From an optimization exercise on the open Yosys and OpenROAD flow, aimed at small area and a short achievable clock period; shortcuts taken in it are not production practice. In this exercise RTL edits were held to simulation tests only and were not proved equivalent to the original. Power is estimated from default activity; no workload was simulated.

## flow/design.v (module list and top-level ports; edited modules follow where they fit)
// module bigkey_top: 472 lines
// module bigkey: 1308 lines
// module bk_ctl: 120 lines
// module bk_pair: 10 lines
module bigkey_top (
  input  wire         clk,
  input  wire [255:0] key,
  input  wire [3:0]   count,
  input  wire         start,
  input  wire         encrypt,
  output wire [191:0] ksi,
  output wire [3:0]   new_count,
  output wire         data_ready
);
  // ...
==> flow/flow/run.sh <==
#!/bin/bash
# The standard layout, except that
#  - modules bk_pair and bk_ctl are read as the gate-level versions in
#    flow/*_cells.v (same functions; the registers and their names are untouched),
#  - the port buffers are small fast buffers (buf_1) instead of the default.
set -euo pipefail
python3 flow/subst.py design.v design_cells.v flow/bk_pair_cells.v flow/bk_ctl_cells.v > subst.log 2>&1
bash standard.sh VERILOG_FILES="$PWD/design_cells.v" \
  BUFFER_PORTS_ARGS="-buffer_cell sky130_fd_sc_hd__buf_1" finish > standard.log 2>&1
==> flow/flow/bk_ctl_cells.v <==
// Gate-level bk_ctl for the layout: the same function as the RTL's bk_ctl.
// u[i] = (count[i] == encrypt): bit i carries the increment (encrypt) or
// decrement (not encrypt) on to bit i+1. sp is class 0's "special" mode flag.
// Each distributed signal is made inverted and then driven by its own inverters.
module bk_ctl (input start, input encrypt, input c0, input c1, input c2, input c3,
               output nc0, output nc1, output nc2, output nc3, output dr,
               output [2:0] tn0a, output [2:0] tn1a, output [2:0] tn0b, output [2:0] tn1b,
               output [3:0] ld1, output [3:0] ld0);
  wire u0, u1, u2, u3, x1, x2, x3, p2n, p3n, a4n, sp, spn;
  sky130_fd_sc_hd__xnor2_1 gu0 (.A(c0), .B(encrypt), .Y(u0));
  sky130_fd_sc_hd__xnor2_1 gu1 (.A(c1), .B(encrypt), .Y(u1));
  sky130_fd_sc_hd__xnor2_1 gu2 (.A(c2), .B(encrypt), .Y(u2));
  sky130_fd_sc_hd__xnor2_1 gu3 (.A(c3), .B(encrypt), .Y(u3));
  sky130_fd_sc_hd__mux2i_2 gn0 (.A0(c0), .A1(encrypt), .S(start), .Y(nc0));
  sky130_fd_sc_hd__xnor2_1 gx1 (.A(c1), .B(u0), .Y(x1));
  sky130_fd_sc_hd__mux2i_2 gn1 (.A0(x1), .A1(encrypt), .S(start), .Y(nc1));
  sky130_fd_sc_hd__nand2_1 gp2 (.A(u0), .B(u1), .Y(p2n));
  sky130_fd_sc_hd__xor2_1  gx2 (.A(c2), .B(p2n), .X(x2));
  sky130_fd_sc_hd__mux2i_2 gn2 (.A0(x2), .A1(encrypt), .S(start), .Y(nc2));
  sky130_fd_sc_hd__nand3_1 gp3 (.A(u0), .B(u1), .C(u2), .Y(p3n));
  sky130_fd_sc_hd__xor2_1  gx3 (.A(c3), .B(p3n), .X(x3));
  sky130_fd_sc_hd__mux2i_2 gn3 (.A0(x3), .A1(encrypt), .S(start), .Y(nc3));
  sky130_fd_sc_hd__nand4_1 ga4 (.A(u0), .B(u1), .C(u2), .D(u3), .Y(a4n));
  sky130_fd_sc_hd__nor2_2  gdr (.A(start), .B(a4n), .Y(dr));
  // sp = encrypt ? (count is 0, 7 or 14) : (count is 0, 1, 8 or 15), from count directly
  wire t1n, a4cn, spd, x30, h7, z01, z23, z4n, spe;
  sky130_fd_sc_hd__a211o_1 gd1s (.A1(c3), .A2(c0), .B1(c2), .C1(c1), .X(t1n));
  sky130_fd_sc_hd__nand4_1 ga4c (.A(c0), .B(c1), .C(c2), .D(c3), .Y(a4cn));
  sky130_fd_sc_hd__nand2_1 gd2s (.A(t1n), .B(a4cn), .Y(spd));
  sky130_fd_sc_hd__xor2_1  ge1s (.A(c3), .B(c0), .X(x30));
  sky130_fd_sc_hd__nand3_1 ge2s (.A(c2), .B(c1), .C(x30), .Y(h7));
  sky130_fd_sc_hd__nor2_1  gz01 (.A(c0), .B(c1), .Y(z01));
  sky130_fd_sc_hd__nor2_1  gz23 (.A(c2), .B(c3), .Y(z23));
  sky130_fd_sc_hd__nand2_1 gz4 (.A(z01), .B(z23), .Y(z4n));
  sky130_fd_sc_hd__nand2_1 ge3s (.A(z4n), .B(h7), .Y(spe));
  sky130_fd_sc_hd__mux2i_1 gspn (.A0(spd), .A1(spe), .S(encrypt), .Y(spn));
  sky130_fd_sc_hd__inv_1   gsp (.A(spn), .Y(sp));
  wire [2:0] tn0n, tn1n;
  wire ld1n, ld0n;
  sky130_fd_sc_hd__nor3_2   ga0 (.A(start), .B(encrypt), .C(spn), .Y(tn0n[0]));
  sky130_fd_sc_hd__nor2_2   ga1 (.A(start), .B(sp), .Y(tn0n[1]));
  sky130_fd_sc_hd__a21oi_2  ga2 (.A1(encrypt), .A2(spn), .B1(start), .Y(tn0n[2]));
  sky130_fd_sc_hd__nor3_2   gb0 (.A(start), .B(encrypt), .C(sp), .Y(tn1n[0]));
  sky130_fd_sc_hd__nor2_2   gb1 (.A(start), .B(spn), .Y(tn1n[1]));
  sky130_fd_sc_hd__a21oi_2  gb2 (.A1(encrypt), .A2(sp), .B1(start), .Y(tn1n[2]));
  sky130_fd_sc_hd__nand2_4  gl1 (.A(start), .B(encrypt), .Y(ld1n));
  sky130_fd_sc_hd__nand2b_4 gl0 (.A_N(encrypt), .B(start), .Y(ld0n));
  sky130_fd_sc_hd__inv_8    gi0a0 (.A(tn0n[0]), .Y(tn0a[0]));
  sky130_fd_sc_hd__inv_8    gi0b0 (.A(tn0n[0]), .Y(tn0b[0]));
  sky130_fd_sc_hd__inv_8    gi1a0 (.A(tn1n[0]), .Y(tn1a[0]));
  sky130_fd_sc_hd__inv_8    gi1b0 (.A(tn1n[0]), .Y(tn1b[0]));
  sky130_fd_sc_hd__inv_8    gi0a1 (.A(tn0n[1]), .Y(tn0a[1]));
  sky130_fd_sc_hd__inv_8    gi0b1 (.A(tn0n[1]), .Y(tn0b[1]));
  sky130_fd_sc_hd__inv_8    gi1a1 (.A(tn1n[1]), .Y(tn1a[1]));
  sky130_fd_sc_hd__inv_8    gi1b1 (.A(tn1n[1]), .Y(tn1b[1]));
  sky130_fd_sc_hd__inv_8    gi0a2 (.A(tn0n[2]), .Y(tn0a[2]));
  sky130_fd_sc_hd__inv_8    gi0b2 (.A(tn0n[2]), .Y(tn0b[2]));
  sky130_fd_sc_hd__inv_8    gi1a2 (.A(tn1n[2]), .Y(tn1a[2]));
  sky130_fd_sc_hd__inv_8    gi1b2 (.A(tn1n[2]), .Y(tn1b[2]));
  sky130_fd_sc_hd__inv_8    gil10 (.A(ld1n), .Y(ld1[0]));
  sky130_fd_sc_hd__inv_8    gil00 (.A(ld0n), .Y(ld0[0]));
  sky130_fd_sc_hd__inv_8    gil11 (.A(ld1n), .Y(ld1[1]));
  sky130_fd_sc_hd__inv_8    gil01 (.A(ld0n), .Y(ld0[1]));
  sky130_fd_sc_hd__inv_8    gil12 (.A(ld1n), .Y(ld1[2]));
  sky130_fd_sc_hd__inv_8    gil02 (.A(ld0n), .Y(ld0[2]));
  sky130_fd_sc_hd__inv_8    gil13 (.A(ld1n), .Y(ld1[3]));
  sky130_fd_sc_hd__inv_8    gil03 (.A(ld0n), .Y(ld0[3]));
endmodule
==> flow/flow/bk_pair_cells.v <==
// Gate-level bk_pair for the layout: the same function as the RTL's bk_pair,
// in sky130 cells chosen for area.
module bk_pair (input a, input b, input ta0, input ta1, input ta2, input tb0, input tb1, input tb2, input l1, input l0,
                input ka1, input ka0, input kb1, input kb0, output da, output db);
  wire x, n, z, fa, fb;
  sky130_fd_sc_hd__ha_1     uh (.A(a), .B(b), .SUM(x), .COUT(n));
  sky130_fd_sc_hd__nor2_1   uz (.A(a), .B(b), .Y(z));
  sky130_fd_sc_hd__a222oi_1 ufa (.A1(x), .A2(ta1), .B1(n), .B2(ta2), .C1(z), .C2(ta0), .Y(fa));
  sky130_fd_sc_hd__a221o_1  uda (.A1(l1), .A2(ka1), .B1(l0), .B2(ka0), .C1(fa), .X(da));
  sky130_fd_sc_hd__a222oi_1 ufb (.A1(x), .A2(tb1), .B1(n), .B2(tb2), .C1(z), .C2(tb0), .Y(fb));
  sky130_fd_sc_hd__a221o_1  udb (.A1(l1), .A2(kb1), .B1(l0), .B2(kb0), .C1(fb), .X(db));
endmodule
==> flow/flow/subst.py <==
# Writes argv[2]: argv[1] (design.v) with each module defined in the files
# argv[3:] replacing the module of the same name.
import re, sys
src = open(sys.argv[1]).read()
for f in sys.argv[3:]:
    text = open(f).read()
    name = re.search(r'^module\s+(\w+)', text, re.M).group(1)
    src, n = re.subn(r'^module %s\b.*?^endmodule\b' % name, lambda m: text.strip(), src, flags=re.S | re.M)
    assert n == 1, (name, n)
open(sys.argv[2], 'w').write(src)
==> flow/standard.sh <==
#!/bin/bash
# synth_recipe.tcl (not shown) runs the flow's synth.tcl, then flattens the netlist and writes it again
# the make line also repeats each setting of config.mk as NAME=value (left out here)
make -C /OpenROAD-flow-scripts/flow DESIGN_CONFIG=/design/flow/config.mk WORK_HOME=/design/flow/orfs CLKGATE_MAP_FILE= SYNTH_SCRIPT=/design/flow/synth_recipe.tcl "${@:-finish}"
==> flow/config.mk <==
export PLATFORM = sky130hd
export DESIGN_NAME = bigkey_top
export DESIGN_NICKNAME = bigkey_top
export VERILOG_FILES = /design/flow/design.v
export SDC_FILE = /design/flow/constraint.sdc
export NUM_CORES = 4
export LEC_CHECK = 0
export CAP_MARGIN = 20
export CORE_MARGIN = 2
export CORE_UTILIZATION = 55
export CTS_BUF_LIST = sky130_fd_sc_hd__clkbuf_16
export CTS_CLUSTER_DIAMETER = 80
export CTS_CLUSTER_SIZE = 16
export SETUP_SLACK_MARGIN = 1.75
export SLEW_MARGIN = 20
==> flow/constraint.sdc <==
create_clock -name core_clock -period 4.5 [get_ports {clk}]
set_input_delay 0.9000 -clock core_clock [delete_from_list [all_inputs] [get_ports {clk}]]
set_output_delay 0.9000 -clock core_clock [all_outputs]
set_load 0.01 [all_outputs]
==> run summary, run 1 <==
Initial antenna violation count: 4
Leading cell category by total area: multi-input gates
Met2 Usage GRT: 54.58%
Syn Inst Count: 1,146
Fmax: 361.6 MHz
Clk Latency, worst-skew pair: 500 ps
Lkg Pwr: 0.005225 µW
Compound-Gate Fraction of Synth Area: 35.35%
CP startpoint kind: primary input
Syn Std Cell Area: 0.01276 mm²
Boundary Pins: 460
Commonest non-fill, non-tap cell in the layout: buf_1
TritonCTS clock tree: done
Synth area leaders: dfxtp_1 35%, a221o_1 18%, a222oi_1 18%
Crit path depth: 7
Routed Antenna Nets: 0
Status: timing/DRC/antenna clean
Clock buf count: 19
RR Endpoint: u_bigkey.n_n2865
Vias in the first global route: 11,780
Multi-input combinational area share: 47.74%
Reg area: 0.004484 mm²
Largest fanout on the critical path: 6
Final Hold Viols: 0
WS Path Type: primary input to primary output
Gr usage total: 34.59%
Reg2reg setup slack: 3240 ps
Yosys top cell area share: 35.14%
CP endpoint kind: primary output
Layout Nets: 1,778
Dominant cell type by area after synthesis: dfxtp_1
Worst path required time: 3600 ps
CTS root buffer: clkbuf_16
Max VDD drop: 0.3814 mV
Critical Path, Cell by Cell: buf_8 > buf_12 > xnor2_4 > nand2_1 > xor2_1 > mux2i_2 > buf_2
Delay-heaviest family, CP: buffers and inverters
==> inputs of run 2 (changes only) <==
--- a/flow/config.mk
+++ b/flow/config.mk
@@ -13,3 +13,3 @@
 export CTS_CLUSTER_SIZE = 16
-export SETUP_SLACK_MARGIN = 1.75
+export SETUP_SLACK_MARGIN = 1.6
 export SLEW_MARGIN = 20
==> run 2 against run 1 <==
  * Final area fell by 0.81%
  * Die area did not move
  * Clock-buffer cell count decreased by 2
  * Non-clock buffer count down 1
  * Critical path type unchanged
  * Largest cell class unchanged
  * Largest power group unchanged
  * Highest routed layer unchanged
==> run summary, run 2 <==
Lkg Pwr: 0.005169 µW (was 0.005225 µW)
Max-cap violations: 0 (unchanged)
Clock Skew: 10.13 ps (was 10.53 ps)
Initial DRC Count: 2,671 (was 2,699)
Synthesis Warnings: 1 (unchanged)
H-tree depth: 1 (unchanged)
Vias in the first global route: 11,720 (was 11,780)
Util after Layout: 60.91% (was 61.41%)
Dpl hpwl: 28,500 µm (was 28,340 µm)
RSZ-0062 raised after global routing: true (unchanged)
Avg Vias per Cell: 7.426 (was 7.441)
Share of layout cells above drive strength 1: 4.861% (was 5.402%)
Clk sinks: 224 (unchanged)
Async set-or-reset flop fraction in the synthesized netlist: 0% (unchanged)
Dominant cell type by area after synthesis: dfxtp_1 (unchanged)
Synth unique cells: 21 (unchanged)
RD Place Congestion: 0.8597 (was 0.8702)
Pwr Total: 12,000 µW (was 12,100 µW)
Critical Path AT: 1960 ps (was 1870 ps)
Crit-path most repeated cell: buf_2
Syn Inst Count: 1,146 (unchanged)
Initial antenna violation count: 4 (unchanged)
DR pass1 iterations: 12 (was 14)
Largest fanout on the critical path: 7 (was 6)
Final setup viols: 0 (unchanged)
Synth top cells by count: 224 x a221o_1, 224 x a222oi_1, 224 x dfxtp_1 (unchanged)
Slew at the pin closest to its max-slew limit: 699.5 ps (was 659.3 ps)
CTS Buffer Depth: 3 (unchanged)
Gr usage total: 34.37% (was 34.59%)
CP endpoint kind: primary output (unchanged)
Die area: 0.02444 mm² (unchanged)
Initial core utilization: 56.19% (unchanged)
Fin crit share: 63.60% (was 61.45%)
Critical Path, Cell by Cell: buf_2 > buf_12 > xnor2_4 > nand3_2 > xor2_1 > mux2i_2 > buf_2 (was buf_8 > buf_12 > xnor2_4 > nand2_1 > xor2_1 > mux2i_2 > buf_2)
Worst path required time: 3600 ps (about the same)
CP startpoint: encrypt (unchanged)
Die height: 156.3 µm (unchanged)
Port buffer count: 425 (unchanged)
Cell with the largest stage delay on the worst path: xnor2_4 (unchanged)
Reg-to-reg startpoint: u_bigkey.pksi_140_ (was u_bigkey.n_n2280)
WS Path Type: primary input to primary output (unchanged)
Most frequent cells in the layout: 419 x buf_1, 224 x dfxtp_1, 224 x a221o_1, 224 x a222oi_1, 114 x nor2_1 (was 417 x buf_1, 224 x dfxtp_1, 224 x a221o_1, 224 x a222oi_1, 114 x nor2_1)
Status: timing/DRC/antenna clean (unchanged)
Register area share after synthesis: 35.14% (unchanged)
Routed len/inst: 26.91 µm (was 26.73 µm)
Ys flop type: dfxtp_1 (unchanged)
First-pass GRT wire length: 66,940 µm (was 67,300 µm)
CTS root buffer: clkbuf_16 (unchanged)
Die Width: 156.3 µm (unchanged)
Min-Delay Path Class: primary input to flop (unchanged)
GR Overflow Total: 0 (unchanged)
Max VDD drop: 0.4062 mV (was 0.3814 mV)
Num CTS Buffers: 17 (was 18)
Boundary Pins: 460 (unchanged)
Layout area overhead: 8.393% (was 9.275%)
Core ar.: 0.02271 mm² (unchanged)
Final Hold Viols: 0 (unchanged)
# rows: 55 (unchanged)
Via count: 12,530 (was 12,630)
CP startpoint kind: primary input (unchanged)
Layout Nets: 1,776 (was 1,778)
Hold buffer count at cts: 0 (unchanged)
Minimum clock period after layout: 2862 ps (was 2765 ps)
Clk Latency, worst-skew pair: 490 ps (was 500 ps)
P per Cell Area: 867.6 mW/mm² (was 868.0 mW/mm²)
Commonest non-fill, non-tap cell in the layout: buf_1 (unchanged)
Residual DRC: 0 (unchanged)
Slew Limit Fails: 0 (unchanged)
EDFF count, synth: 0 (unchanged)
Clock slew at the register clock pins of the worst setup and hold paths: 70 ps (was 80 ps)
Avg Cell Area, Syn: 11.14 µm² (unchanged)
Syn Std Cell Area: 0.01276 mm² (unchanged)
#FFs+latches synth: 224 (unchanged)
Yosys top cell area share: 35.14% (unchanged)
TritonCTS clock tree: done (unchanged)
Reg2reg setup slack: 3200 ps (was 3240 ps)
Fin Setup TNS: 0 ps (unchanged)
Pin count of the biggest net entering global routing: 57 (unchanged)
Rel. slew slack: 53.36% (was 55.81%)
Synth area leaders: dfxtp_1 35%, a221o_1 18%, a222oi_1 18% (unchanged)
Fmax: 349.4 MHz (was 361.6 MHz)
WL final: 45,400 µm (about the same)
Max incr delay on CP: 200 ps (was 180 ps)
Hold_sp: key[147] (was key[36])
Routed Antenna Nets: 0 (unchanged)
Net Count, Synth: 1,521 (unchanged)
-- run 2: logic make-up after synthesis --
group | count (synthesis) | synth area share [%]
buf+inv | 217 | 13.32
simple gates | 129 | 4.147
compound gates | 451 | 35.35
fa+ha+maj | 112 | 10.98
xor+xnor | 8 | 0.5491
mux | 5 | 0.5098
flops | 224 | 35.14
-- run 2: critical path, delay by kind of cell --
kind / cells / cell delay [ps]
buf+inv: 3 / 460
simple gates: 1 / 90
mux: 1 / 150
xor+xnor: 2 / 360
-- run 2: power breakdown --
part	switching, µW	total [µW]	internal [µW]
sequential	834	3960	3120
clock	719	1390	673
combinational	3250	6650	3400
-- run 2: final cells by class --
class	count	area, µm²
Tap cell	285	356.6
Inverter	21	229.0
Sequential cell	224	4484
Antenna cell	3	7.507
Multi-Input combinational cell	705	6658
Fill cell	2062	8877
Clock buffer	17	425.4
Timing Repair Buffer	432	1672
-- run 2: path summary, 6_finish.rpt --
path                                      endpoint  cells after the start
worst min register to register   u_bigkey.pksi_91_                      3
worst min-delay path              u_bigkey.n_n2899                      2
worst max register to register  u_bigkey.pksi_140_                      3
worst max-delay path                  new_count[3]                      7
-- run 2: timing repair --
action	in CTS	in global routing
setup endpoints to repair	124	141
pin swaps	0	3
cloned	0	0
gates resized for setup	8	16
setup buffers	4	1
-- run 2: per-stage QoR --
step	hold WS (ps)	setup WS (ps)	instances	instance area, µm²
finish	660.5	1638	1687	13830
detailed placement	748.3	863.6	1662	13260
global route	667.7	1587	1687	13830
global placement	735.4	976.4	1662	13260
floorplan	714.2	1691	1146	12760
CTS	645.8	1603	1683	13760
-- run 2: metal layers --
| metal | GRT usage [%] | up-vias | part of all wire, % |
|---|---|---|---|
| li1 | - | 5494 | - |
| met1 | 44.49 | 6060 | 39 |
| met2 | 55.72 | 873 | 46 |
| met3 | 7.699 | 101 | 12 |
| met4 | 13.67 | 0 | 3.6 |
| met5 | 0 | - | 0 |
==> inputs of run 3 (changes only) <==
--- a/flow/config.mk
+++ b/flow/config.mk
@@ -13,3 +13,3 @@
 export CTS_CLUSTER_SIZE = 16
-export SETUP_SLACK_MARGIN = 1.6
+export SETUP_SLACK_MARGIN = 2.0
 export SLEW_MARGIN = 20
==> run 3 against run 2 <==
  * Sequential share of layout area fell by 0.52 points
  * Clock-buffer cell count did not move
  * Sequential power barely moved
  * Area after synthesis did not move
  * Global-route usage fell by 0.12 points
  * Still clean on timing, DRC and antenna
  * Largest power group unchanged
  * Combinational power rose by 0.9%
  * Critical path depth fell by 1
  * Clock power barely moved
  * Routed wire length rose by 2.7%
  * Flip-flop and latch count did not move
  * Core utilization rose by 0.99 points
  * Setup slack improved by 190 ps
==> run summary, run 3 <==
Clk sinks: 224 (unchanged)
First-pass GRT wire length: 66,880 µm (was 66,940 µm)
Max VDD drop: 0.3834 mV (was 0.4062 mV)
Worst path required time: 3600 ps (about the same)
TritonCTS clock tree: done (unchanged)
Synth top cells by count: 224 x a221o_1, 224 x a222oi_1, 224 x dfxtp_1 (unchanged)
Layout Nets: 1,790 (was 1,776)
Lkg Pwr: 0.005276 µW (was 0.005169 µW)
RSZ-0062 raised after global routing: true (unchanged)
Synth unique cells: 21 (unchanged)
Rel. slew slack: 57.72% (was 53.36%)
Fin crit share: 59.31% (was 63.60%)
Max-cap violations: 0 (unchanged)
Avg Cell Area, Syn: 11.14 µm² (unchanged)
Status: timing/DRC/antenna clean (unchanged)
Synth area leaders: dfxtp_1 35%, a221o_1 18%, a222oi_1 18% (unchanged)
Die height: 156.3 µm (unchanged)
Fmax: 374.7 MHz (was 349.4 MHz)
Clock Skew: 5.485 ps (was 10.13 ps)
Die area: 0.02444 mm² (unchanged)
Routed Antenna Nets: 0 (unchanged)
Largest fanout on the critical path: 6 (was 7)
Final Hold Viols: 0 (unchanged)
Cell Area, Placed: 0.01331 mm² (was 0.01326 mm²)
Layout area overhead: 10.16% (was 8.393%)
RD Place Congestion: 0.8475 (was 0.8597)
Minimum clock period after layout: 2669 ps (was 2862 ps)
Yosys top cell area share: 35.14% (unchanged)
Avg Vias per Cell: 7.421 (was 7.426)
Share of layout cells above drive strength 1: 6.228% (was 4.861%)
Port buffer count: 425 (unchanged)
Syn Inst Count: 1,146 (unchanged)
Net Count, Synth: 1,521 (unchanged)
Core ar.: 0.02271 mm² (unchanged)
Syn Std Cell Area: 0.01276 mm² (unchanged)
Gr usage total: 34.25% (was 34.37%)
CTS Buffer Depth: 3 (unchanged)
Initial core utilization: 56.19% (unchanged)
# rows: 55 (unchanged)
Vias in the first global route: 11,680 (was 11,720)
Final Cell Area: 0.01406 mm² (was 0.01383 mm²)
Final setup viols: 0 (unchanged)
P per Cell Area: 858.9 mW/mm² (was 867.6 mW/mm²)
Critical Path AT: 1770 ps (was 1960 ps)
Slew Limit Fails: 0 (unchanged)
Slew at the pin closest to its max-slew limit: 630.8 ps (was 699.5 ps)
Initial DRC Count: 2,678 (was 2,671)
Dpl hpwl: 28,130 µm (was 28,500 µm)
Initial antenna violation count: 4 (unchanged)
WS Path Type: primary input to primary output (unchanged)
Routed len/inst: 27.39 µm (was 26.91 µm)
Async set-or-reset flop fraction in the synthesized netlist: 0% (unchanged)
EDFF count, synth: 0 (unchanged)
CP startpoint kind: primary input (unchanged)
FILL cells: 2,000 (was 2,062)
Dominant cell type by area after synthesis: dfxtp_1 (unchanged)
Die Width: 156.3 µm (unchanged)
CTS root buffer: clkbuf_16 (unchanged)
WL final: 46,620 µm (was 45,400 µm)
H-tree depth: 1 (unchanged)
Commonest non-fill, non-tap cell in the layout: buf_1 (unchanged)
Num CTS Buffers: 17 (unchanged)
Boundary Pins: 460 (unchanged)
Min-Delay Path Class: primary input to flop (unchanged)
DR pass1 iterations: 11 (was 12)
Pin count of the biggest net entering global routing: 57 (unchanged)
Ys flop type: dfxtp_1 (unchanged)
Most frequent cells in the layout: 415 x buf_1, 224 x dfxtp_1, 224 x a221o_1, 224 x a222oi_1, 114 x nor2_1 (was 419 x buf_1, 224 x dfxtp_1, 224 x a221o_1, 224 x a222oi_1, 114 x nor2_1)
Clk Latency, worst-skew pair: 490 ps (about the same)
Clock slew at the register clock pins of the worst setup and hold paths: 70 ps (about the same)
Fin Setup TNS: 0 ps (unchanged)
Hold buffer count at cts: 0 (unchanged)
Synthesis Warnings: 1 (unchanged)
Register area share after synthesis: 35.14% (unchanged)
Via count: 12,630 (was 12,530)
GR Overflow Total: 0 (unchanged)
Residual DRC: 0 (unchanged)
CP endpoint kind: primary output (unchanged)
#FFs+latches synth: 224 (unchanged)
[run 3: changes by cell type in the layout (fill, tap and decap cells not counted), moves of 2 or more]
cell      change
buf_1         -4
inv_6         +5
buf_4         +7
buf_6         +4
inv_8         -2
clkbuf_2      -2
buf_12        +2
[run 3: area by class of cell]
class	instances	area (µm²)	share of cell area, %
Timing Repair inverter	5	43.79	0.3115
Timing Repair Buffer	441	1819	12.94
Antenna cell	4	10.01	0.07121
Clock buffer	17	425.4	3.026
Tap cell	285	356.6	2.537
Multi-Input combinational cell	705	6676	47.49
Sequential cell	224	4484	31.90
Inverter	21	241.5	1.718
[run 3: worst max-delay path, stage by stage]
cell and delay [ps]:
buf_6 120, xnor2_4 200, nand3_2 100, xor2_1 160, mux2i_2 140, buf_2 150
[run 3: metal layers]
layer | vias up | wire [µm] | global-route usage, %
met4 | 0 | 1628 | 13.11
met1 | 6094 | 18030 | 44.76
met2 | 907 | 21320 | 55.40
met3 | 102 | 5641 | 7.422
met5 | - | 0 | 0
li1 | 5527 | - | -
[run 3: kinds of logic (layout without fill, tap and decap cells)]
| family | Yosys count | in the layout | share of synthesized area (%) |
|---|---|---|---|
| AO/OA/AOI/OAI | 451 | 451 | 35.35 |
| XOR/XNOR | 8 | 8 | 0.5491 |
| adder cells (fa/ha/maj) | 112 | 112 | 10.98 |
| buffers and inverters | 217 | 484 | 13.32 |
| flip-flops | 224 | 224 | 35.14 |
| multiplexers | 5 | 5 | 0.5098 |
| other | 0 | 4 | 0 |
| AND/OR/NAND/NOR | 129 | 129 | 4.147 |
[run 3: where the power goes]
part / internal [µW] / leakage (µW) / switching [µW] / total [µW]
Sequential: 3120 / 0.00189 / 839 / 3960
Clock: 673 / 0.000210 / 726 / 1400
Combinational: 3430 / 0.00318 / 3280 / 6710
Total: 7220 / 0.00528 / 4850 / 12100
[run 3: per-stage QoR]
stage               power, µW  hold slack (ps)  util (%)  cells  setup WS [ps]
detailed placement      10420            747.1     58.63   1662           1042
finish                  12070            659.5     61.90   1702           1831
floorplan                9792            714.2         -   1146           1984
global route            12930            660.2     61.90   1702           1801
global placement        10180            734.3     58.63   1662           1109
CTS                     11860            647.3     61.06   1685           1856
[run 3: worst paths after layout]
kind	startpoint	slack (ps)	end	cells after the start
max	count[1]	1830	new_count[3]	6
min	key[120]	660	u_bigkey.pksi_28_	2
max reg2reg	u_bigkey.pksi_70_	3220	u_bigkey.pksi_70_	3
min reg2reg	u_bigkey.n_n2881	770	u_bigkey.pksi_94_	3
[run 3: repair_timing]
| action | 4_1_cts | 5_1_grt |
|---|---|---|
| gates resized for setup | 26 | 13 |
| pin swaps | 6 | 9 |
| gates cloned | 0 | 5 |
| endpoints found under the setup margin | 229 | 147 |
| buffers inserted | 6 | 8 |
==> inputs of run 4 (changes only) <==
--- a/flow/config.mk
+++ b/flow/config.mk
@@ -13,3 +13,3 @@
 export CTS_CLUSTER_SIZE = 16
-export SETUP_SLACK_MARGIN = 2.0
+export SETUP_SLACK_MARGIN = 2.2
 export SLEW_MARGIN = 20
==> run 4 against run 3 <==
  * Still clean
  * Power grew 2.1%
  * Final cell count grew 1.9%
  * Via count grew 3.4%
  * Core utilization grew 3.0 points
  * Clock skew shrank 0.97 ps
  * Clock power is essentially flat
  * Non-clock buffer count grew 19
  * Area after synthesis is the same
  * Hold slack lost 5.9 ps
  * Maximum frequency shrank 1.7%
  * Critical path depth is the same
  * Largest power group unchanged
==> run summary, run 4 <==
Fin crit share: 60.31% (was 59.31%)
Yosys top cell area share: 35.14% (unchanged)
Avg Vias per Cell: 7.526 (was 7.421)
Clk Latency, worst-skew pair: 500 ps (was 490 ps)
Initial core utilization: 56.19% (unchanged)
Cells after DPL: 1,662 (unchanged)
Residual DRC: 0 (unchanged)
Fin Setup TNS: 0 ps (unchanged)
Max VDD drop: 0.5243 mV (was 0.3834 mV)
Vias in the first global route: 11,920 (was 11,680)
Synth unique cells: 21 (unchanged)
# rows: 55 (unchanged)
Clock slew at the register clock pins of the worst setup and hold paths: 70 ps (about the same)
Sequential share of power: 32.3% (was 32.8%)
GR Overflow Total: 0 (unchanged)
Ys flop type: dfxtp_1 (unchanged)
Core ar.: 0.02271 mm² (unchanged)
Boundary Pins: 460 (unchanged)
CP startpoint kind: primary input (unchanged)
Avg Cell Area, Syn: 11.14 µm² (unchanged)
Register area share after synthesis: 35.14% (unchanged)
RD Place Congestion: 0.8250 (was 0.8475)
Clk sinks: 224 (unchanged)
Initial DRC Count: 2,951 (was 2,678)
Via count: 13,060 (was 12,630)
H-tree depth: 1 (unchanged)
Routed len/inst: 28.66 µm (was 27.39 µm)
Dominant cell type by area after synthesis: dfxtp_1 (unchanged)
Final Hold Viols: 0 (unchanged)
Most frequent cells in the layout: 414 x buf_1, 224 x dfxtp_1, 224 x a221o_1, 224 x a222oi_1, 114 x nor2_1 (was 415 x buf_1, 224 x dfxtp_1, 224 x a221o_1, 224 x a222oi_1, 114 x nor2_1)
Synthesis Warnings: 1 (unchanged)
Die height: 156.3 µm (unchanged)
Slew Limit Fails: 0 (unchanged)
TritonCTS clock tree: done (unchanged)
WL final: 49,720 µm (was 46,620 µm)
WS Path Type: primary input to primary output (unchanged)
Layout area overhead: 15.49% (was 10.16%)
Minimum clock period after layout: 2714 ps (was 2669 ps)
Switch share: 40.59% (was 40.17%)
Max-cap violations: 0 (unchanged)
Sw Pwr: 5003 µW (was 4850 µW)
Status: timing/DRC/antenna clean (unchanged)
Fmax: 368.5 MHz (was 374.7 MHz)
Final setup viols: 0 (unchanged)
Share of layout cells above drive strength 1: 8.518% (was 6.228%)
Port buffer count: 425 (unchanged)
Net Count, Synth: 1,521 (unchanged)
Lkg Pwr: 0.005564 µW (was 0.005276 µW)
RSZ-0062 raised after global routing: true (unchanged)
First-pass GRT wire length: 67,530 µm (was 66,880 µm)
Synth top cells by count: 224 x a221o_1, 224 x a222oi_1, 224 x dfxtp_1 (unchanged)
Non-Filler Instances: 1,735 (was 1,702)
Reg2reg setup slack: 3210 ps (was 3220 ps)
Clock Skew: 4.515 ps (was 5.485 ps)
Syn Std Cell Area: 0.01276 mm² (unchanged)
Synth area leaders: dfxtp_1 35%, a221o_1 18%, a222oi_1 18% (unchanged)
Die area: 0.02444 mm² (unchanged)
Critical Path AT: 1810 ps (was 1770 ps)
Largest fanout on the critical path: 5 (was 6)
Commonest non-fill, non-tap cell in the layout: buf_1 (unchanged)
#FFs+latches synth: 224 (unchanged)
Hold buffer count at cts: 0 (unchanged)
CTS Buffer Depth: 3 (unchanged)
Gr usage total: 34.63% (was 34.25%)
Logic pwr share: 56.2% (was 55.6%)
Min-Delay Path Class: primary input to flop (unchanged)
Num CTS Buffers: 17 (unchanged)
Initial antenna violation count: 5 (was 4)
Rel. slew slack: 69.85% (was 57.72%)
DR pass1 iterations: 13 (was 11)
Pin count of the biggest net entering global routing: 57 (unchanged)
Layout Nets: 1,820 (was 1,790)
Routed Antenna Nets: 0 (unchanged)
Dpl hpwl: 28,640 µm (was 28,130 µm)
CTS root buffer: clkbuf_16 (unchanged)
CP endpoint kind: primary output (unchanged)
Syn Inst Count: 1,146 (unchanged)
P per Cell Area: 836.3 mW/mm² (was 858.9 mW/mm²)
Worst path required time: 3600 ps (about the same)
Async set-or-reset flop fraction in the synthesized netlist: 0% (unchanged)
Pint: 7323 µW (was 7224 µW)
Clk network pwr share: 11.5% (was 11.6%)
EDFF count, synth: 0 (unchanged)
Die Width: 156.3 µm (unchanged)
Slew at the pin closest to its max-slew limit: 452.2 ps (was 630.8 ps)
==> run 4: cell counts after synthesis <==
No cell type changed its count.
==> run 4: cell families (layout without fill, tap and decap cells) <==
kind of cell / Yosys count / count (layout) / synth area share (%)
AO/OA/AOI/OAI: 451 / 451 / 35.35
AND/OR/NAND/NOR: 129 / 129 / 4.147
multiplexers: 5 / 5 / 0.5098
adder cells (fa/ha/maj): 112 / 112 / 10.98
flip-flops: 224 / 224 / 35.14
buffers and inverters: 217 / 515 / 13.32
XOR/XNOR: 8 / 8 / 0.5491
other: 0 / 6 / 0
==> run 4: area by class of cell <==
cell class	instances	area [µm²]
antenna	6	15.01
clock buffer	17	425.4
clock inverter	1	8.758
fill	1856	7971
inverter	21	336.6
multi-input combinational	705	6691
sequential	224	4484
tap	285	356.6
timing repair buffer	460	2146
timing repair inverter	16	274.0
==> run 4: final timing paths <==
kind                                         from            endpoint  cells after the start
worst max register to register  u_bigkey.pksi_28_  u_bigkey.pksi_142_                      3
worst min register to register   u_bigkey.n_n2964   u_bigkey.pksi_16_                      3
worst min-delay path                      key[34]   u_bigkey.pksi_21_                      2
worst max-delay path                      encrypt        new_count[2]                      6
==> run 4: power groups by stage <==
stage / sequential (µW) / clock (µW) / combinational [µW]
after floorplan: 3770 / 0 / 6030
after global placement: 3940 / 0 / 6260
after detailed placement: 3980 / 0 / 6460
after CTS: 3950 / 1440 / 6510
after global routing: 4110 / 1500 / 7540
final: 3980 / 1420 / 6930
==> run 4: through the flow <==
| stage | setup WS (ps) | util (%) | power, µW | hold WS (ps) | cell area, µm² |
|---|---|---|---|---|---|
| after CTS | 1841 | 61.33 | 11890 | 637.1 | 13930 |
| final | 1786 | 64.90 | 12330 | 653.5 | 14740 |
| after detailed placement | 1077 | 58.82 | 10440 | 742.6 | 13360 |
| after floorplan | 1992 | - | 9802 | 714.2 | 12860 |
| after global placement | 1076 | 58.82 | 10200 | 736.0 | 13360 |
| after global routing | 1739 | 64.85 | 13150 | 652.3 | 14730 |
==> run 4: critical path, cell delays in order <==
cell and delay [ps]:
buf_16 120, xnor2_4 190, nand2_2 70, xor2_1 150, mux2i_2 180, buf_2 190
==> run 4: metal layers <==
metal / GRT usage, % / part of all wire (%) / vias up
met5: 0 / 0.032 / -
met4: 14.72 / 4.4 / 2
met3: 9.360 / 13 / 128
met2: 55.28 / 46 / 1020
met1: 44.16 / 37 / 6296
li1: - / - / 5612
==> run 4: timing repair <==
action,4_1_cts,5_1_grt
resized for setup,32,82
cloned,0,17
pin swaps,14,228
setup endpoints to repair,229,229
setup buffers,9,23
==> inputs of run 5 (changes only) <==
--- a/flow/config.mk
+++ b/flow/config.mk
@@ -11,5 +11,5 @@
 export CTS_BUF_LIST = sky130_fd_sc_hd__clkbuf_16
-export CTS_CLUSTER_DIAMETER = 80
-export CTS_CLUSTER_SIZE = 16
-export SETUP_SLACK_MARGIN = 2.2
+export CTS_CLUSTER_DIAMETER = 100
+export CTS_CLUSTER_SIZE = 26
+export SETUP_SLACK_MARGIN = 1.9
 export SLEW_MARGIN = 20
==> run 5 against run 4 <==
  * Still clean on timing, DRC and antenna
  * Setup slack improved by 13 ps
  * Global-route usage down 0.63 points
  * Die area did not move
  * Final cell count shrank 2.4%
  * Final area down 5.4%
  * Combinational power fell by 3.6%
  * Clock power down 6%
  * Clock-buffer cell count down 4
  * Via count shrank 3.6%
==> run summary, run 5 <==
Cell Area, Placed: 0.01329 mm² (was 0.01336 mm²)
Clk Latency, worst-skew pair: 490 ps (was 500 ps)
Final Cell Area: 0.01394 mm² (was 0.01474 mm²)
Hold buffer count at cts: 0 (unchanged)
DR pass1 iterations: 10 (was 13)
Avg Vias per Cell: 7.434 (was 7.526)
Most frequent cells in the layout: 414 x buf_1, 224 x dfxtp_1, 224 x a221o_1, 224 x a222oi_1, 114 x nor2_1 (unchanged)
Avg Cell Area, Syn: 11.14 µm² (unchanged)
Cell with the largest stage delay on the worst path: xnor2_4 (unchanged)
EDFF count, synth: 0 (unchanged)
Max VDD drop: 0.3823 mV (was 0.5243 mV)
P per Cell Area: 858.8 mW/mm² (was 836.3 mW/mm²)
CTS root buffer: clkbuf_16 (unchanged)
# rows: 55 (unchanged)
Initial antenna violation count: 5 (unchanged)
Synth unique cells: 21 (unchanged)
RD Place Congestion: 0.8545 (was 0.8250)
Reg area: 0.004484 mm² (unchanged)
Slew Limit Fails: 0 (unchanged)
Worst path required time: 3600 ps (about the same)
CP endpoint kind: primary output (unchanged)
Synthesis Warnings: 1 (unchanged)
Layout Nets: 1,775 (was 1,820)
Rel. slew slack: 69.18% (was 69.85%)
Fin crit share: 60.03% (was 60.31%)
Ys flop type: dfxtp_1 (unchanged)
Final setup viols: 0 (unchanged)
Vias in the first global route: 11,790 (was 11,920)
Min-Delay Path Class: primary input to flop (unchanged)
FILL cells: 2,077 (was 1,856)
Syn Std Cell Area: 0.01276 mm² (unchanged)
Async set-or-reset flop fraction in the synthesized netlist: 0% (unchanged)
CTS Buffer Depth: 3 (unchanged)
Minimum clock period after layout: 2701 ps (was 2714 ps)
Routed Antenna Nets: 0 (unchanged)
Synth top cells by count: 224 x a221o_1, 224 x a222oi_1, 224 x dfxtp_1 (unchanged)
Net Count, Synth: 1,521 (unchanged)
H-tree depth: 1 (unchanged)
Clk sinks: 224 (unchanged)
Delay-heaviest family, CP: XOR/XNOR gates (unchanged)
#FFs+latches synth: 224 (unchanged)
GR Overflow Total: 0 (unchanged)
Critical Path AT: 1800 ps (was 1810 ps)
Clock slew at the register clock pins of the worst setup and hold paths: 110 ps (was 70 ps)
Dpl hpwl: 28,470 µm (was 28,640 µm)
Critical Path, Cell by Cell: buf_12 > xnor2_4 > nand3_2 > xor2_1 > mux2i_2 > buf_2 (was buf_16 > xnor2_4 > nand2_2 > xor2_1 > mux2i_2 > buf_2)
Commonest non-fill, non-tap cell in the layout: buf_1 (unchanged)
Gr usage total: 34.00% (was 34.63%)
Die Width: 156.3 µm (unchanged)
Fin Setup TNS: 0 ps (unchanged)
Yosys top cell area share: 35.14% (unchanged)
Die area: 0.02444 mm² (unchanged)
Dominant cell type by area after synthesis: dfxtp_1 (unchanged)
Initial DRC Count: 2,860 (was 2,951)
Num CTS Buffers: 12 (was 17)
Clock Skew: 12.87 ps (was 4.515 ps)
Via count: 12,590 (was 13,060)
Share of layout cells above drive strength 1: 5.421% (was 8.518%)
Multi-input gate area: 0.006675 mm² (was 0.006691 mm²)
Fmax: 370.2 MHz (was 368.5 MHz)
TritonCTS clock tree: done (unchanged)
Max incr delay on CP: 200 ps (was 190 ps)
Port buffer count: 425 (unchanged)
Layout area overhead: 9.207% (was 15.49%)
Routed len/inst: 26.79 µm (was 28.66 µm)
WL final: 45,360 µm (was 49,720 µm)
RSZ-0062 raised after global routing: true (unchanged)
Die height: 156.3 µm (unchanged)
Pin count of the biggest net entering global routing: 57 (unchanged)
Initial core utilization: 56.19% (unchanged)
Core ar.: 0.02271 mm² (unchanged)
Status: timing/DRC/antenna clean (unchanged)
Residual DRC: 0 (unchanged)
WS Path Type: primary input to primary output (unchanged)
Lkg Pwr: 0.005212 µW (was 0.005564 µW)
First-pass GRT wire length: 66,430 µm (was 67,530 µm)
Slew at the pin closest to its max-slew limit: 462.3 ps (was 452.2 ps)
Worst path buffer plus inverter count: 2 (unchanged)
Synth area leaders: dfxtp_1 35%, a221o_1 18%, a222oi_1 18% (unchanged)
Syn Inst Count: 1,146 (unchanged)
Final Hold Viols: 0 (unchanged)
CP startpoint kind: primary input (unchanged)
Register area share after synthesis: 35.14% (unchanged)
Boundary Pins: 460 (unchanged)
Max-cap violations: 0 (unchanged)
Largest fanout on the critical path: 6 (was 5)
## run 5: cell counts after synthesis
No cell type changed its count.
## run 5: path summary, 6_finish.rpt
path	start	endpoint	slack [ps]	depth (start not counted)
worst min-delay path	key[219]	u_bigkey.pksi_185_	660	2
worst min register to register	u_bigkey.n_n2976	u_bigkey.n_n2976	780	3
worst max register to register	u_bigkey.pksi_51_	u_bigkey.pksi_145_	3210	3
worst max-delay path	count[0]	new_count[3]	1800	6
## run 5: power by group
| group | total [µW] | internal, µW | switching (µW) |
|---|---|---|---|
| Clock | 1340 | 640 | 699 |
| Combinational | 6680 | 3420 | 3260 |
| Sequential | 3950 | 3120 | 834 |
## run 5: cell families after synthesis
logic type,synth area share [%]
AOI/OAI and AO/OA,35.35
xor gates and xnor gates,0.5491
adders and majority gates,10.98
buffers and inverters,13.32
DFF,35.14
muxes,0.5098
and+or+nand+nor,4.147
## run 5: per-stage QoR
stage               util, %  worst slack (ps)  power [µW]  std cells  hold slack (ps)
CTS                   60.79              1836       11790       1683            651.8
global placement      58.51              1260       10190       1662            732.9
global route          61.36              1792       12850       1692            653.6
floorplan                 -              1902        9790       1146            714.2
detailed placement    58.51              1159       10430       1662            743.0
finish                61.37              1799       11970       1693            660.0
## run 5: what timing repair did
action                                  4_1_cts  5_1_grt
setup buffers                                 5        3
cloned                                        0        1
pin swaps                                     5        8
hold endpoints to repair                      0        0
endpoints found under the setup margin      229       94
resized for setup                            24       13
## run 5: layout make-up
| cell class | count | area share [%] |
|---|---|---|
| Timing Repair inverter | 1 | 0.06285 |
| Tap cell | 285 | 2.559 |
| Multi-Input combinational cell | 705 | 47.90 |
| Sequential cell | 224 | 32.18 |
| Clock buffer | 13 | 2.334 |
| Antenna cell | 6 | 0.1077 |
| Clock inverter | 3 | 0.4579 |
| Timing Repair Buffer | 435 | 12.72 |
| Inverter | 21 | 1.679 |
## run 5: layer usage
layer  global-route usage [%]  part of all wire, %  wire length, µm
met1                    42.97                   37            16810
met2                    54.63                   47            21130
met3                    9.000                   12             5400
met4                    14.98                  4.5             2019
met5                        0                    0                0
==> inputs of run 6 (changes only) <==
--- a/flow/config.mk
+++ b/flow/config.mk
@@ -11,4 +11,4 @@
 export CTS_BUF_LIST = sky130_fd_sc_hd__clkbuf_16
-export CTS_CLUSTER_DIAMETER = 100
-export CTS_CLUSTER_SIZE = 26
+export CTS_CLUSTER_DIAMETER = 90
+export CTS_CLUSTER_SIZE = 20
 export SETUP_SLACK_MARGIN = 1.9
==> run 6 against run 5 <==
  * Routed wire length is 0.55% lower
  * Final area is 0.24% lower
  * Via count is 0.64% lower
  * Power hardly changed
  * Final cell count hardly changed
  * Global-route usage hardly changed
  * Critical path depth stayed put
==> run summary, run 6 <==
Reg2reg setup slack: 3220 ps (was 3210 ps)
Clk sinks: 224 (unchanged)
Max-cap violations: 0 (unchanged)
Port buffer count: 425 (unchanged)
Yosys top cell area share: 35.14% (unchanged)
Worst path required time: 3600 ps (about the same)
Via count: 12,510 (was 12,590)
EDFF count, synth: 0 (unchanged)
Die area: 0.02444 mm² (unchanged)
Crit-path most repeated cell: buf_2
Clock Skew: 14.07 ps (was 12.87 ps)
Minimum clock period after layout: 2704 ps (was 2701 ps)
Share of layout cells above drive strength 1: 5.278% (was 5.421%)
Max incr delay on CP: 190 ps (was 200 ps)
Slew at the pin closest to its max-slew limit: 461.8 ps (was 462.3 ps)
H-tree depth: 1 (unchanged)
Most frequent cells in the layout: 416 x buf_1, 224 x dfxtp_1, 224 x a221o_1, 224 x a222oi_1, 114 x nor2_1 (was 414 x buf_1, 224 x dfxtp_1, 224 x a221o_1, 224 x a222oi_1, 114 x nor2_1)
Vias in the first global route: 11,800 (was 11,790)
Dominant cell type by area after synthesis: dfxtp_1 (unchanged)
Clk Latency, worst-skew pair: 490 ps (about the same)
RD Place Congestion: 0.8545 (unchanged)
DR pass1 iterations: 10 (unchanged)
P per Cell Area: 860.7 mW/mm² (was 858.8 mW/mm²)
TritonCTS clock tree: done (unchanged)
Critical Path AT: 1800 ps (about the same)
Net Count, Synth: 1,521 (unchanged)
Avg Vias per Cell: 7.391 (was 7.434)
Min-Delay Path Class: primary input to flop (unchanged)
RR Endpoint: u_bigkey.n_n2921 (was u_bigkey.pksi_145_)
Synth top cells by count: 224 x a221o_1, 224 x a222oi_1, 224 x dfxtp_1 (unchanged)
WL final: 45,100 µm (was 45,360 µm)
CP startpoint kind: primary input (unchanged)
Clock slew at the register clock pins of the worst setup and hold paths: 90 ps (was 110 ps)
Final Hold Viols: 0 (unchanged)
#FFs+latches synth: 224 (unchanged)
Hold path cells: 2 (unchanged)
Rel. slew slack: 69.21% (was 69.18%)
Core ar.: 0.02271 mm² (unchanged)
Worst Reg-to-Reg Cells: 3 (unchanged)
Fin crit share: 60.08% (was 60.03%)
Routed len/inst: 26.66 µm (was 26.79 µm)
Status: timing/DRC/antenna clean (unchanged)
Register area share after synthesis: 35.14% (unchanged)
GR Overflow Total: 0 (unchanged)
# rows: 55 (unchanged)
First-pass GRT wire length: 66,520 µm (was 66,430 µm)
Lkg Pwr: 0.005201 µW (was 0.005212 µW)
Die Width: 156.3 µm (unchanged)
Fin Setup TNS: 0 ps (unchanged)
CP endpoint kind: primary output (unchanged)
Largest fanout on the critical path: 6 (unchanged)
Syn Std Cell Area: 0.01276 mm² (unchanged)
Hold buffer count at cts: 0 (unchanged)
Avg Cell Area, Syn: 11.14 µm² (unchanged)
Initial core utilization: 56.19% (unchanged)
Dpl hpwl: 28,470 µm (unchanged)
Slew Limit Fails: 0 (unchanged)
Syn Inst Count: 1,146 (unchanged)
Pin count of the biggest net entering global routing: 57 (unchanged)
Max VDD drop: 0.4416 mV (was 0.3823 mV)
Layout Nets: 1,777 (was 1,775)
Fmax: 369.9 MHz (was 370.2 MHz)
CTS root buffer: clkbuf_16 (unchanged)
Layout area overhead: 8.942% (was 9.207%)
Die height: 156.3 µm (unchanged)
Ys flop type: dfxtp_1 (unchanged)
Num CTS Buffers: 15 (was 12)
Pwr Total: 11,960 µW (was 11,970 µW)
RSZ-0062 raised after global routing: true (unchanged)
Initial DRC Count: 2,507 (was 2,860)
Critical Path, Cell by Cell: buf_2 > xnor2_2 > nand3_2 > xor2_1 > mux2i_2 > buf_2 (was buf_12 > xnor2_4 > nand3_2 > xor2_1 > mux2i_2 > buf_2)
Async set-or-reset flop fraction in the synthesized netlist: 0% (unchanged)
Hold Crit Endpoint: u_bigkey.pksi_98_ (was u_bigkey.pksi_185_)
Gr usage total: 34.03% (was 34.00%)
Synth area leaders: dfxtp_1 35%, a221o_1 18%, a222oi_1 18% (unchanged)
Synth unique cells: 21 (unchanged)
WS Path Type: primary input to primary output (unchanged)
Cell with the largest stage delay on the worst path: xnor2_2 (was xnor2_4)
Boundary Pins: 460 (unchanged)
Commonest non-fill, non-tap cell in the layout: buf_1 (unchanged)
Final setup viols: 0 (unchanged)
Reg-to-reg startpoint: u_bigkey.pksi_67_ (was u_bigkey.pksi_51_)
CTS Buffer Depth: 3 (unchanged)
Hold_sp: key[46] (was key[219])
Initial antenna violation count: 3 (was 5)
Routed Antenna Nets: 0 (unchanged)
Synthesis Warnings: 1 (unchanged)
Residual DRC: 0 (unchanged)
==> run 6: routing by layer <==
metal / up-vias / global-route usage, % / wire [µm]
met2: 807 / 55.38 / 20830
li1: 5503 / - / -
met4: 0 / 13.89 / 1914
met1: 6096 / 43.24 / 17110
met5: - / 0 / 0
met3: 100 / 8.391 / 5244
==> run 6: worst max-delay path by stage <==
stage | from | endpoint | slack (ps) | cells after the start
2_1_floorplan | count[3] | u_bigkey.n_n2379 | 1900 | 9
3_3_place_gp | encrypt | u_bigkey.pksi_99_ | 1260 | 7
3_5_place_dp | count[0] | u_bigkey.pksi_145_ | 1160 | 10
4_1_cts | count[2] | new_count[3] | 1800 | 6
5_1_grt | count[2] | new_count[3] | 1780 | 6
6_report | count[2] | new_count[3] | 1800 | 6
==> run 6: final cells by class <==
type	count	area (µm²)
Clock inverter	2	20.02
Multi-Input combinational cell	705	6664
Sequential cell	224	4484
Antenna cell	5	12.51
Tap cell	285	356.6
Inverter	21	234.0
Timing Repair inverter	1	8.758
Fill cell	2084	8807
Clock buffer	15	375.4
Timing Repair Buffer	434	1747
==> run 6: power by group <==
| group | switching, µW | internal, µW |
|---|---|---|
| sequential | 834 | 3120 |
| clock | 718 | 609 |
| combinational | 3270 | 3420 |
| total | 4820 | 7150 |
==> run 6: worst max-delay path, delay by kind of cell <==
| kind | cells | cell delay (ps) |
|---|---|---|
| buffers and inverters | 2 | 310 |
| AND/OR/NAND/NOR | 1 | 100 |
| XOR/XNOR | 2 | 350 |
| multiplexers | 1 | 140 |
==> run 6: cells by family after synthesis <==
| logic type | share of synthesized area (%) |
|---|---|
| compound gates | 35.35 |
| xor+xnor | 0.5491 |
| fa+ha+maj | 10.98 |
| buf+inv | 13.32 |
| flops | 35.14 |
| mux | 0.5098 |
| simple gates | 4.147 |
==> run 6: what timing repair did <==
action	CTS	global route
resized for setup	24	6
pin swaps	4	8
endpoints found under the hold margin	0	0
buffers inserted	4	3
cloned	0	1
endpoints found under the setup margin	226	62
==> run 6: metrics by stage <==
step / util (%) / worst slack (ps) / hold slack, ps / cell area (µm²) / instances
6_report: 61.22 / 1796 / 659.7 / 13900 / 1692
4_1_cts: 60.79 / 1801 / 643.3 / 13810 / 1683
3_3_place_gp: 58.51 / 1260 / 732.9 / 13290 / 1662
2_1_floorplan: - / 1902 / 714.2 / 12790 / 1146
3_5_place_dp: 58.51 / 1159 / 743.0 / 13290 / 1662
5_1_grt: 61.20 / 1781 / 658.6 / 13900 / 1690
==> inputs of run 7 (changes only) <==
==> flow/flow/bk_ctl_cells.v (replaced) <==
// Gate-level bk_ctl for the layout: the same function as the RTL's bk_ctl.
// u[i] = (count[i] == encrypt): bit i carries the increment (encrypt) or
// decrement (not encrypt) on to bit i+1. sp is class 0's "special" mode flag.
// Each distributed signal is made inverted and then driven by its own inverters.
module bk_ctl (input start, input encrypt, input c0, input c1, input c2, input c3,
               output nc0, output nc1, output nc2, output nc3, output dr,
               output [2:0] tn0a, output [2:0] tn1a, output [2:0] tn0b, output [2:0] tn1b,
               output [3:0] ld1, output [3:0] ld0);
  wire u0, u1, u2, u3, a4cn, a4n, o01, o23, t0000, t0111, t1110, t1111e, sp, spn;
  sky130_fd_sc_hd__xnor2_1 gu0 (.A(c0), .B(encrypt), .Y(u0));
  sky130_fd_sc_hd__xnor2_1 gu1 (.A(c1), .B(encrypt), .Y(u1));
  sky130_fd_sc_hd__xnor2_1 gu2 (.A(c2), .B(encrypt), .Y(u2));
  sky130_fd_sc_hd__xnor2_1 gu3 (.A(c3), .B(encrypt), .Y(u3));
  // new_count[i] = start ? ~encrypt : (encrypt ? inc[i] : dec[i]); data_ready likewise
  wire h2n, h3n, l2, l3, inc1, dec1, inc2, dec2, inc3, dec3, m1, m2, m3, z01, z23, z4n, m4;
  sky130_fd_sc_hd__mux2i_1 gn0 (.A0(c0), .A1(encrypt), .S(start), .Y(nc0));
  sky130_fd_sc_hd__xor2_1  gi1 (.A(c1), .B(c0), .X(inc1));
  sky130_fd_sc_hd__xnor2_1 gd1 (.A(c1), .B(c0), .Y(dec1));
  sky130_fd_sc_hd__mux2i_1 gm1 (.A0(dec1), .A1(inc1), .S(encrypt), .Y(m1));
  sky130_fd_sc_hd__mux2i_1 gn1 (.A0(m1), .A1(encrypt), .S(start), .Y(nc1));
  sky130_fd_sc_hd__nand2_1 gh2 (.A(c0), .B(c1), .Y(h2n));
  sky130_fd_sc_hd__nor2_1  gl2 (.A(c0), .B(c1), .Y(l2));
  sky130_fd_sc_hd__xnor2_1 gi2 (.A(c2), .B(h2n), .Y(inc2));
  sky130_fd_sc_hd__xor2_1  gd2 (.A(c2), .B(l2), .X(dec2));
  sky130_fd_sc_hd__mux2i_1 gm2 (.A0(dec2), .A1(inc2), .S(encrypt), .Y(m2));
  sky130_fd_sc_hd__mux2i_1 gn2 (.A0(m2), .A1(encrypt), .S(start), .Y(nc2));
  sky130_fd_sc_hd__nand3_1 gh3 (.A(c0), .B(c1), .C(c2), .Y(h3n));
  sky130_fd_sc_hd__nor3_1  gl3 (.A(c0), .B(c1), .C(c2), .Y(l3));
  sky130_fd_sc_hd__xnor2_1 gi3 (.A(c3), .B(h3n), .Y(inc3));
  sky130_fd_sc_hd__xor2_1  gd3 (.A(c3), .B(l3), .X(dec3));
  sky130_fd_sc_hd__mux2i_1 gm3 (.A0(dec3), .A1(inc3), .S(encrypt), .Y(m3));
  sky130_fd_sc_hd__mux2i_1 gn3 (.A0(m3), .A1(encrypt), .S(start), .Y(nc3));
  sky130_fd_sc_hd__nor2_1  gz01 (.A(c0), .B(c1), .Y(z01));
  sky130_fd_sc_hd__nor2_1  gz23 (.A(c2), .B(c3), .Y(z23));
  sky130_fd_sc_hd__nand2_1 gz4 (.A(z01), .B(z23), .Y(z4n));
  sky130_fd_sc_hd__nand4_1 ga4c (.A(c0), .B(c1), .C(c2), .D(c3), .Y(a4cn));
  sky130_fd_sc_hd__mux2i_1 gm4 (.A0(z4n), .A1(a4cn), .S(encrypt), .Y(m4));
  sky130_fd_sc_hd__nor2b_1 gdr (.A(start), .B_N(m4), .Y(dr));
  sky130_fd_sc_hd__nand4_1 ga4 (.A(u0), .B(u1), .C(u2), .D(u3), .Y(a4n));
  sky130_fd_sc_hd__nor2_1  go01 (.A(u0), .B(u1), .Y(o01));
  sky130_fd_sc_hd__nor2_1  go23 (.A(u2), .B(u3), .Y(o23));
  sky130_fd_sc_hd__nand2_1 gt0 (.A(o01), .B(o23), .Y(t0000));
  sky130_fd_sc_hd__nand4b_1 gt7 (.A_N(u3), .B(u2), .C(u1), .D(u0), .Y(t0111));
  sky130_fd_sc_hd__nand4b_1 gte (.A_N(u0), .B(u1), .C(u2), .D(u3), .Y(t1110));
  sky130_fd_sc_hd__or2_1   gtf (.A(a4n), .B(encrypt), .X(t1111e));
  sky130_fd_sc_hd__nand4_1 gsp (.A(t0000), .B(t0111), .C(t1110), .D(t1111e), .Y(sp));
  sky130_fd_sc_hd__inv_1   gspn (.A(sp), .Y(spn));
  wire [2:0] tn0n, tn1n;
  wire ldec1, ld0n;
  sky130_fd_sc_hd__nor3_2   ga0 (.A(start), .B(encrypt), .C(spn), .Y(tn0n[0]));
  sky130_fd_sc_hd__nor2_2   ga1 (.A(start), .B(sp), .Y(tn0n[1]));
  sky130_fd_sc_hd__a21oi_2  ga2 (.A1(encrypt), .A2(spn), .B1(start), .Y(tn0n[2]));
  sky130_fd_sc_hd__nor3_2   gb0 (.A(start), .B(encrypt), .C(sp), .Y(tn1n[0]));
  sky130_fd_sc_hd__nor2_2   gb1 (.A(start), .B(spn), .Y(tn1n[1]));
  sky130_fd_sc_hd__a21oi_2  gb2 (.A1(encrypt), .A2(sp), .B1(start), .Y(tn1n[2]));
  sky130_fd_sc_hd__nand2_4  gl1 (.A(start), .B(encrypt), .Y(ldec1));
  sky130_fd_sc_hd__nand2b_4 gl0 (.A_N(encrypt), .B(start), .Y(ld0n));
  sky130_fd_sc_hd__inv_8    gi0a0 (.A(tn0n[0]), .Y(tn0a[0]));
  sky130_fd_sc_hd__inv_8    gi0b0 (.A(tn0n[0]), .Y(tn0b[0]));
  sky130_fd_sc_hd__inv_8    gi1a0 (.A(tn1n[0]), .Y(tn1a[0]));
  sky130_fd_sc_hd__inv_8    gi1b0 (.A(tn1n[0]), .Y(tn1b[0]));
  sky130_fd_sc_hd__inv_8    gi0a1 (.A(tn0n[1]), .Y(tn0a[1]));
  sky130_fd_sc_hd__inv_8    gi0b1 (.A(tn0n[1]), .Y(tn0b[1]));
  sky130_fd_sc_hd__inv_8    gi1a1 (.A(tn1n[1]), .Y(tn1a[1]));
  sky130_fd_sc_hd__inv_8    gi1b1 (.A(tn1n[1]), .Y(tn1b[1]));
  sky130_fd_sc_hd__inv_8    gi0a2 (.A(tn0n[2]), .Y(tn0a[2]));
  sky130_fd_sc_hd__inv_8    gi0b2 (.A(tn0n[2]), .Y(tn0b[2]));
  sky130_fd_sc_hd__inv_8    gi1a2 (.A(tn1n[2]), .Y(tn1a[2]));
  sky130_fd_sc_hd__inv_8    gi1b2 (.A(tn1n[2]), .Y(tn1b[2]));
  sky130_fd_sc_hd__inv_8    gil10 (.A(ldec1), .Y(ld1[0]));
  sky130_fd_sc_hd__inv_8    gil00 (.A(ld0n), .Y(ld0[0]));
  sky130_fd_sc_hd__inv_8    gil11 (.A(ldec1), .Y(ld1[1]));
  sky130_fd_sc_hd__inv_8    gil01 (.A(ld0n), .Y(ld0[1]));
  sky130_fd_sc_hd__inv_8    gil12 (.A(ldec1), .Y(ld1[2]));
  sky130_fd_sc_hd__inv_8    gil02 (.A(ld0n), .Y(ld0[2]));
  sky130_fd_sc_hd__inv_8    gil13 (.A(ldec1), .Y(ld1[3]));
  sky130_fd_sc_hd__inv_8    gil03 (.A(ld0n), .Y(ld0[3]));
endmodule
--- a/flow/config.mk
+++ b/flow/config.mk
@@ -10,5 +10,2 @@
 export CORE_UTILIZATION = 55
-export CTS_BUF_LIST = sky130_fd_sc_hd__clkbuf_16
-export CTS_CLUSTER_DIAMETER = 90
-export CTS_CLUSTER_SIZE = 20
 export SETUP_SLACK_MARGIN = 1.9
==> run 7 against run 6 <==
  * First-iteration DRC count increased by 20%
  * Final area increased by 8.3%
  * Global-route usage increased by 0.86 points
  * Routed wire length increased by 11%
  * Critical path type unchanged
  * Hold slack got worse by 33 ps
==> run summary, run 7 <==
Status: timing/DRC/antenna clean (unchanged)
Gr usage total: 34.89% (was 34.03%)
FILL cells: 1,892 (was 2,084)
Initial antenna violation count: 4 (was 3)
Routed Antenna Nets: 0 (unchanged)
Syn Inst Count: 1,156 (was 1,146)
Final setup viols: 0 (unchanged)
Layout Nets: 1,833 (was 1,777)
Avg Cell Area, Syn: 11.09 µm² (was 11.14 µm²)
Die Width: 156.7 µm (was 156.3 µm)
Min-Delay Path Class: primary input to flop (unchanged)
Pin count of the biggest net entering global routing: 57 (unchanged)
Slew at the pin closest to its max-slew limit: 483.0 ps (was 461.8 ps)
Fin Setup TNS: 0 ps (unchanged)
EDFF count, synth: 0 (unchanged)
Lkg Pwr: 0.005724 µW (was 0.005201 µW)
Critical Path AT: 1980 ps (was 1800 ps)
Multi-input gate area: 0.006771 mm² (was 0.006664 mm²)
Port buffer count: 425 (unchanged)
Worst path required time: 3600 ps (about the same)
Net Count, Synth: 1,531 (was 1,521)
GR Overflow Total: 0 (unchanged)
Synth area leaders: dfxtp_1 35%, a221o_1 17%, a222oi_1 17% (was dfxtp_1 35%, a221o_1 18%, a222oi_1 18%)
TritonCTS clock tree: done (unchanged)
Most frequent cells in the layout: 416 x buf_1, 224 x dfxtp_1, 224 x a221o_1, 224 x a222oi_1, 116 x nor2_1 (was 416 x buf_1, 224 x dfxtp_1, 224 x a221o_1, 224 x a222oi_1, 114 x nor2_1)
Max-cap violations: 0 (unchanged)
Avg Vias per Cell: 7.386 (was 7.391)
Max VDD drop: 0.4673 mV (was 0.4416 mV)
Vias in the first global route: 12,100 (was 11,800)
Initial DRC Count: 3,005 (was 2,507)
Final Hold Viols: 0 (unchanged)
Die area: 0.02455 mm² (was 0.02444 mm²)
WL final: 50,160 µm (was 45,100 µm)
WS Path Type: primary input to primary output (unchanged)
# rows: 55 (unchanged)
Fin crit share: 63.90% (was 60.08%)
RSZ-0062 raised after global routing: true (unchanged)
Residual DRC: 0 (unchanged)
Largest fanout on the critical path: 4 (was 6)
Yosys top cell area share: 34.97% (was 35.14%)
Core ar.: 0.02278 mm² (was 0.02271 mm²)
Initial core utilization: 56.29% (was 56.19%)
Minimum clock period after layout: 2875 ps (was 2704 ps)
CP startpoint kind: primary input (unchanged)
Num CTS Buffers: 25 (was 15)
Die height: 156.7 µm (was 156.3 µm)
CTS root buffer: clkbuf_16 (unchanged)
Boundary Pins: 460 (unchanged)
Clock slew at the register clock pins of the worst setup and hold paths: 60 ps (was 90 ps)
Synthesis Warnings: 1 (unchanged)
P per Cell Area: 869.6 mW/mm² (was 860.7 mW/mm²)
Clock Skew: 5.743 ps (was 14.07 ps)
CP endpoint kind: primary output (unchanged)
Layout area overhead: 17.37% (was 8.942%)
Clk sinks: 224 (unchanged)
Rel. slew slack: 67.80% (was 69.21%)
Commonest non-fill, non-tap cell in the layout: buf_1 (unchanged)
DR pass1 iterations: 11 (was 10)
Dpl hpwl: 29,030 µm (was 28,470 µm)
H-tree depth: 1 (unchanged)
Dominant cell type by area after synthesis: dfxtp_1 (unchanged)
Synth top cells by count: 224 x a221o_1, 224 x a222oi_1, 224 x dfxtp_1 (unchanged)
Synth unique cells: 23 (was 21)
CTS Buffer Depth: 3 (unchanged)
Ys flop type: dfxtp_1 (unchanged)
Register area share after synthesis: 34.97% (was 35.14%)
Async set-or-reset flop fraction in the synthesized netlist: 0% (unchanged)
Share of layout cells above drive strength 1: 8.808% (was 5.278%)
Via count: 13,240 (was 12,510)
#FFs+latches synth: 224 (unchanged)
Slew Limit Fails: 0 (unchanged)
Fmax: 347.8 MHz (was 369.9 MHz)
Routed len/inst: 27.98 µm (was 26.66 µm)
Reg area: 0.004484 mm² (unchanged)
Syn Std Cell Area: 0.01282 mm² (was 0.01276 mm²)
RD Place Congestion: 0.8485 (was 0.8545)
First-pass GRT wire length: 67,810 µm (was 66,520 µm)
WHS: 626.8 ps (was 659.7 ps)
Clk Latency, worst-skew pair: 530 ps (was 490 ps)
==> run 7: changes by cell type after synthesis, moves of 2 or more <==
cell	delta
mux2i_1	+7
nor2_1	+3
xnor2_1	+2
nand4b_1	+2
mux2i_2	-4
==> run 7: logic make-up after synthesis <==
kind of cell    after synthesis  share of synthesized area [%]
simple gates                135                          4.420
fa+ha+maj                   112                          10.93
buf+inv                     217                          13.26
xor+xnor                     10                         0.6831
flops                       224                          34.97
mux                           8                         0.6245
compound gates              450                          35.11
==> run 7: repair_timing <==
item | in CTS | in global routing
pin swaps | 4 | 131
hold buffers | 0 | 0
gates resized for setup | 19 | 53
endpoints found under the setup margin | 229 | 175
gates cloned | 1 | 15
buffers inserted | 8 | 19
==> run 7: path summary, 6_finish.rpt <==
path	from	endpoint	slack, ps	depth (start not counted)
max	count[0]	new_count[3]	1620	7
min	key[226]	u_bigkey.pksi_93_	630	2
max reg2reg	u_bigkey.n_n2749	u_bigkey.pksi_180_	3090	3
min reg2reg	u_bigkey.n_n2885	u_bigkey.pksi_83_	760	3
==> run 7: stage by stage <==
step           total power, µW  setup slack, ps  instance area (µm²)  utilization (%)  cells
4_1_cts                  12700             1782                14450            63.44   1755
6_report                 13090             1625                15050            66.07   1793
5_1_grt                  13910             1597                15050            66.06   1792
3_3_place_gp             10290            856.4                13470            59.15   1701
3_5_place_dp             10550            783.2                13470            59.15   1701
2_1_floorplan             9859             1837                12930                -   1156
==> run 7: power by group <==
part	switching, µW	internal [µW]	total (µW)
clock	846	1250	2100
combinational	3470	3520	7000
sequential	865	3130	3990
total	5190	7900	13100
==> run 7: cell type report <==
cell class	instances	area share [%]
clock buffer	38	4.947
tap	313	2.602
inverter	21	2.178
timing repair inverter	15	1.339
sequential	224	29.80
antenna	4	0.06651
timing repair buffer	456	13.49
multi-input combinational	715	45.00
clock inverter	7	0.5903
==> run 7: layer usage <==
layer  vias up  global-route usage [%]  share of wire (%)
met4         2                   15.29                4.5
met3       155                   7.893                 13
met1      6373                   44.66                 37
met2      1045                   56.39                 46
li1       5668                       -                  -
met5         -                       0              0.026
==> run 7: worst max-delay path: stages <==
cell and delay, ps:
buf_6 100, buf_8 120, nor3_4 150, xor2_1 200, mux2i_1 120, mux2i_1 200
buf_2 180

## afterwards: timing with drivers on the ports
In the flow no input, the clock included, has a driving cell. The finished layouts below were timed again as built, in two steps. Step 1, drivers: a clkbuf_16 drives clk and a buf_2 each remaining input, both assumed. Step 2 times the ports against the registers' clock, not the clock port: input delays grow and output delays shrink by t, the midpoint of the rising clock arrivals with the driver on. Slacks: ideal ports / drivers / drivers and shift; pairs: ideal ports / drivers.
| run | t (ns) | setup WS [ns] | worst setup path at the end | latest minus earliest clock arrival (ns) |
|---|---|---|---|---|
| run 1 | 0.549 | 1.735 / 1.690 / 1.393 | input to register | 0.014 / 0.014 |
| run 2 | 0.535 | 1.638 / 1.604 / 1.230 | input to register | 0.012 / 0.012 |
| run 3 | 0.540 | 1.831 / 1.776 / 1.319 | input to register | 0.007 / 0.007 |
| run 4 | 0.550 | 1.786 / 1.727 / 1.334 | input to register | 0.009 / 0.009 |
| run 5 | 0.532 | 1.799 / 1.742 / 1.456 | input to register | 0.026 / 0.026 |
| run 6 | 0.530 | 1.796 / 1.767 / 1.463 | input to register | 0.021 / 0.020 |
| run 7 | 0.573 | 1.625 / 1.592 / 1.120 | input to register | 0.011 / 0.011 |
After both steps setup and hold are still met in every run listed. The setup slack of run 3, which loses most, moves by -0.055 ns with the drivers and by -0.512 ns with both steps.
